Context: an optimization exercise on an open-source flow, tuned for small area, a short achievable clock period and few clock cycles. The choices shown serve that exercise and are no tape-out recipe. At most, simulation tests tie the RTL to the original design; equivalence was not proved. No activity file was given, so power comes from the tool's default toggle rates.

## build 19
==> flow/design.v <==
module apb_ram (
  input presetn,
  input pclk,
  input psel,
  input penable,
  input pwrite,
  input [31:0] paddr, pwdata,
  output reg [31:0] prdata,
  output pready,
  output reg pslverr
);
  wire [31:0] mem [0:31];
  wire [4:0]  a   = paddr[4:0];
  wire        wr  = psel & penable & pwrite & ~pslverr;
  wire [31:0] wd  = pwdata & {32{presetn}};
  assign pready = penable;
  always @(posedge pclk) begin
    prdata  <= rd;
    pslverr <= |paddr[31:5];
  end
  wire [31:0] l1 [0:7];
  wire [31:0] l2 [0:1];
  wire [31:0] rd = a[4] ? l2[1] : l2[0];
  genvar i;
  generate
    for (i = 0; i < 8; i = i + 1) begin : g_l1
      assign l1[i] = a[1] ? (a[0] ? mem[4*i+3] : mem[4*i+2])
                          : (a[0] ? mem[4*i+1] : mem[4*i]);
    end
    for (i = 0; i < 2; i = i + 1) begin : g_l2
      assign l2[i] = a[3] ? (a[2] ? l1[4*i+3] : l1[4*i+2])
                          : (a[2] ? l1[4*i+1] : l1[4*i]);
    end
  endgenerate
  generate
    for (i = 0; i < 32; i = i + 1) begin : g_word
      reg [31:0] q;
      always @(posedge pclk)
        if (!presetn || (wr && a == i))
          q <= wd;
      assign mem[i] = q;
    end
  endgenerate
endmodule
Settings: LEC_CHECK=0, CAP_MARGIN=20, CORE_MARGIN=2, CORE_UTILIZATION=40, CTS_BUF_LIST=sky130_fd_sc_hd__clkbuf_8, CTS_CLUSTER_SIZE=30, SLEW_MARGIN=20; clock period 2.6 ns.
run.sh (not shown) runs the stock make flow with config.mk's settings and CLKGATE_MAP_FILE= SYNTH_SCRIPT=/design/flow/synth_recipe.tcl, a recipe that flattens the netlist after the stock synthesis.
Build 19: PASS, flow complete, no timing, DRC or antenna violations
Changes in build 75 relative to build 19:
# build 19
export LEC_CHECK = 0
export CAP_MARGIN = 20
export CORE_MARGIN = 2
export CORE_UTILIZATION = 40
export CTS_BUF_LIST = sky130_fd_sc_hd__clkbuf_8
export CTS_CLUSTER_SIZE = 30
export SLEW_MARGIN = 20
create_clock -name core_clock -period 2.6 [get_ports {pclk}]
# build 75
export LEC_CHECK = 0
export CAP_MARGIN = 20
export CORE_MARGIN = 2
export CORE_UTILIZATION = 40
export SLEW_MARGIN = 20
create_clock -name core_clock -period 2.6 [get_ports {pclk}]
==> flow/flow/run.sh (new file) <==
#!/bin/bash
# Standard ORFS layout (standard synthesis unchanged); only the port buffers
# differ: buf_2 instead of the default pick (a slow delay buffer).
set -euo pipefail
bash standard.sh "BUFFER_PORTS_ARGS=-buffer_cell sky130_fd_sc_hd__buf_2" finish > orfs_make.log 2>&1
==> flow/standard.sh (new file) <==
#!/bin/bash
# synth_recipe.tcl (not shown) runs the flow's synth.tcl, then flattens the netlist and writes it again
# the make line also repeats each setting of config.mk as NAME=value (left out here)
make -C /OpenROAD-flow-scripts/flow DESIGN_CONFIG=/design/flow/config.mk WORK_HOME=/design/flow/orfs CLKGATE_MAP_FILE= SYNTH_SCRIPT=/design/flow/synth_recipe.tcl "${@:-finish}"
removed: flow/run.sh
Findings:
- Every run (build 75 and build 19) finished clean.
- Delta(post-route clock period utilization, build 75 - build 19) < 0
- Build 75 — critical path depth 5 higher, build 19 as reference
- Taking build 19 as 1.0, build 75 lands at 0.821 on non-clock buffer count.
- NOTE met3 routed wirelength build 19->build 75 decreased by a little under 10%
- Between build 19 and build 75, the flow reports via count of the first global-routing pass decreasing by a few percent.
What build 23 does differently from build 75 at the input level:
# build 75
export LEC_CHECK = 0
export CAP_MARGIN = 20
export CORE_MARGIN = 2
export CORE_UTILIZATION = 40
export SLEW_MARGIN = 20
create_clock -name core_clock -period 2.6 [get_ports {pclk}]
# build 23
export LEC_CHECK = 0
export CAP_MARGIN = 20
export CORE_MARGIN = 2
export CORE_UTILIZATION = 40
export SETUP_SLACK_MARGIN = 0.5
export SLEW_MARGIN = 20
create_clock -name core_clock -period 2.6 [get_ports {pclk}]
==> flow/run.sh (new file) <==
#!/bin/bash
# synth_recipe.tcl (not shown) runs the flow's synth.tcl, then flattens the netlist and writes it again
# the make line also repeats each setting of config.mk as NAME=value (left out here)
make -C /OpenROAD-flow-scripts/flow DESIGN_CONFIG=/design/flow/config.mk WORK_HOME=/design/flow/orfs CLKGATE_MAP_FILE= SYNTH_SCRIPT=/design/flow/synth_recipe.tcl finish
removed: flow/flow/run.sh
removed: flow/standard.sh
## What came out
Build 23 finished every step from synthesis to the final layout, and the layout passed the timing, design-rule and antenna checks.
In the metrics for build 23 and build 75, the one carrying the lower critical path depth is build 75.
Build 23 ends up with higher non-clock buffer count than build 75 does.
Of build 23 and build 75, the run reporting the higher setup fix buffers added after clock tree synthesis was build 23.
Diff build 75 -> build 23: power attributed to sequential cells saw little to no change, number of buffer and inverter stages on the critical path saw an increase, number of clock buffer instances in the layout saw a decrease, footprint of the flip-flops and latches saw little to no change, count of routing violations after the opening detailed-route iteration saw an increase.
Re quantity of hold-fixing buffers added after cts: no difference whatsoever between build 23 and build 75.
Relative to build 75, combinational cell fraction of total power has gone up in build 23.
No functional check of the RTL was part of any run of this note.

========
// apb_ram: RTL as listed in full above, without the edits since
Settings: LEC_CHECK=0, CAP_MARGIN=20, CORE_MARGIN=2, CORE_UTILIZATION=40, SLEW_MARGIN=20; clock period 2.6 ns.
Stock flow here: none of the scripts above is used.
Rerun with:
- CTS_CLUSTER_DIAMETER: default -> 100
- CTS_CLUSTER_SIZE: default -> 32
After rerunning:
- clock skew fell by 6.1 ps
- final area fell by a few percent
- setup slack gets better by 19 ps
- wire length fell slightly
No run of this note included a check of the RTL's function; only the layout flow was run.

========
## job 3412
Another version of the RTL of apb_ram (not shown whole).
Size in the first run: ~1,600 cells after synthesis, ~1,100 flip-flops, about 100 I/O pins, ~39,000 um^2 of cells after synthesis.
Settings: LEC_CHECK=0, CAP_MARGIN=20, CORE_MARGIN=2, CORE_UTILIZATION=40, CTS_CLUSTER_DIAMETER=100, CTS_CLUSTER_SIZE=24, SETUP_SLACK_MARGIN=0.8, SLEW_MARGIN=20, SYNTH_HIERARCHICAL=1, SYNTH_MINIMUM_KEEP_SIZE=0; clock period 2.6 ns.
standard.sh (not shown) runs the stock make flow with config.mk's settings and CLKGATE_MAP_FILE= SYNTH_SCRIPT=/design/flow/synth_recipe.tcl, a recipe that flattens the netlist after the stock synthesis.
==> flow/flow/run.sh <==
#!/bin/bash
# Standard ORFS layout (standard synthesis unchanged); only the port buffers
# differ: buf_2 instead of the default pick (a slow delay buffer).
set -euo pipefail
bash standard.sh "BUFFER_PORTS_ARGS=-buffer_cell sky130_fd_sc_hd__buf_2" finish > orfs_make.log 2>&1
Job 3412 reached the end of the flow, and the finished layout is clean on the timing, design-rule and antenna checks.
Testbench counts of job 3412, summed over its fixed seeds: cycles 32,000.
#### Input delta (job 9054 over job 3412)
- swapping 0.8 for 0.7 in SETUP_SLACK_MARGIN
==> comparison <==
Job 9054 ended up with paddr[4] as its start point of the critical path; job 3412 ended up with paddr[3].
met2 track demand over resource in global routing up 3.7 points in job 9054 wrt job 3412
Summary of job 9054 over job 3412: transition at the pin with the smallest max-transition slack increased 0.43 ns; cell area down about 0.6%; final total power essentially unchanged; wire length of the first global-routing pass +5.0 mm; final routed wirelength across all metal layers moved up.
In the tables for job 9054 and job 3412, switching component of the power reads higher with job 9054.
Compared with job 3412, job 9054 shows internal portion of total power lower by 140 uW.
Hold slack up 0.0054 ns in job 9054 wrt job 3412
--- input diff job 9054..job 6548 ---
- a change of CORE_UTILIZATION from 40 to 75
Run status, job 6548: aborted in 4_1_cts, error DPL-0033
Number of synthesized flops with an enable pin came out exactly the same in job 9054 and job 6548.
Against job 9054, job 6548 comes in 1 lower on number of buffers created by CTS.
There was hardly any difference in unique cell type count in the Yosys netlist between job 9054 and job 6548.
Input-level comparison between job 3736 and job 6548:
- changing CORE_UTILIZATION from 75 to 60
## What came out
- There was hardly any difference in number of flops mapped to enable cells by yosys between job 6548 and job 3736.
- From job 3736 to job 6548, total I/O pin count did not move at all.
- Routability-driven placement congestion ratio was higher in job 6548 than in job 3736.
- Die boundary width, job 3736 vs job 6548: up by more than 10%
- Compared with job 6548, job 3736 shows post-CTS resize count lower by 3.
- Of job 3736 and job 6548, only job 6548 never reached the final stage.
- Job 6548 | ERROR | 4_1_cts
- Measured against each other, job 3736 and job 6548 differ in worst slack at placement, the lower figure coming from job 6548.
- Delta (job 3736 minus job 6548): initial cell density of the core decreased 15 points, clock sink total essentially unchanged.

==> afterwards: timing with drivers on the ports <==
In the flow no input, the clock included, has a driving cell. The finished layouts below were timed again as built, in two steps.
Step 1, drivers: a clkbuf_16 drives pclk and a buf_2 each remaining input, both assumed.
Step 2, shift: input delay + t, output delay - t, t = (earliest + latest rising clock arrival at the registers) / 2. This alone moves slack from input paths to output paths.
Slacks: no drivers / after step 1 / after step 2; pairs: no drivers / after step 1.
run | t, ns | setup WS [ns] | worst setup path after step 2 | worst data-port slew with drivers (ns) | pins driven straight from the clock port
build 19 | 0.856 | 0.278 / 0.219 / -0.099 | input to register | 0.10 | 1
build 75 | 0.722 | 0.424 / 0.424 / 0.067 | input to register | 0.08 | 1
build 23 | 0.722 | 0.380 / 0.380 / -0.263 | input to register | 0.06 | 1
the first run of note 2 | 0.724 | 0.425 / 0.358 / -0.095 | input to register | 0.11 | 1
the second run of note 2 | 0.663 | 0.444 / 0.378 / -0.073 | input to register | 0.10 | 1
job 3412 | 0.693 | 0.732 / 0.697 / 0.004 | input to register | 0.21 | 1
job 9054 | 0.691 | 0.732 / 0.608 / -0.083 | input to register | 0.30 | 1
job 3736 | 0.695 | 0.745 / 0.745 / 0.098 | input to register | 0.07 | 1
With both steps, setup timing fails in 5 of these runs, where it was met with ideal ports. For job 9054, which loses most, drivers alone change the setup slack by -0.124 ns; drivers and shift together by -0.815 ns.
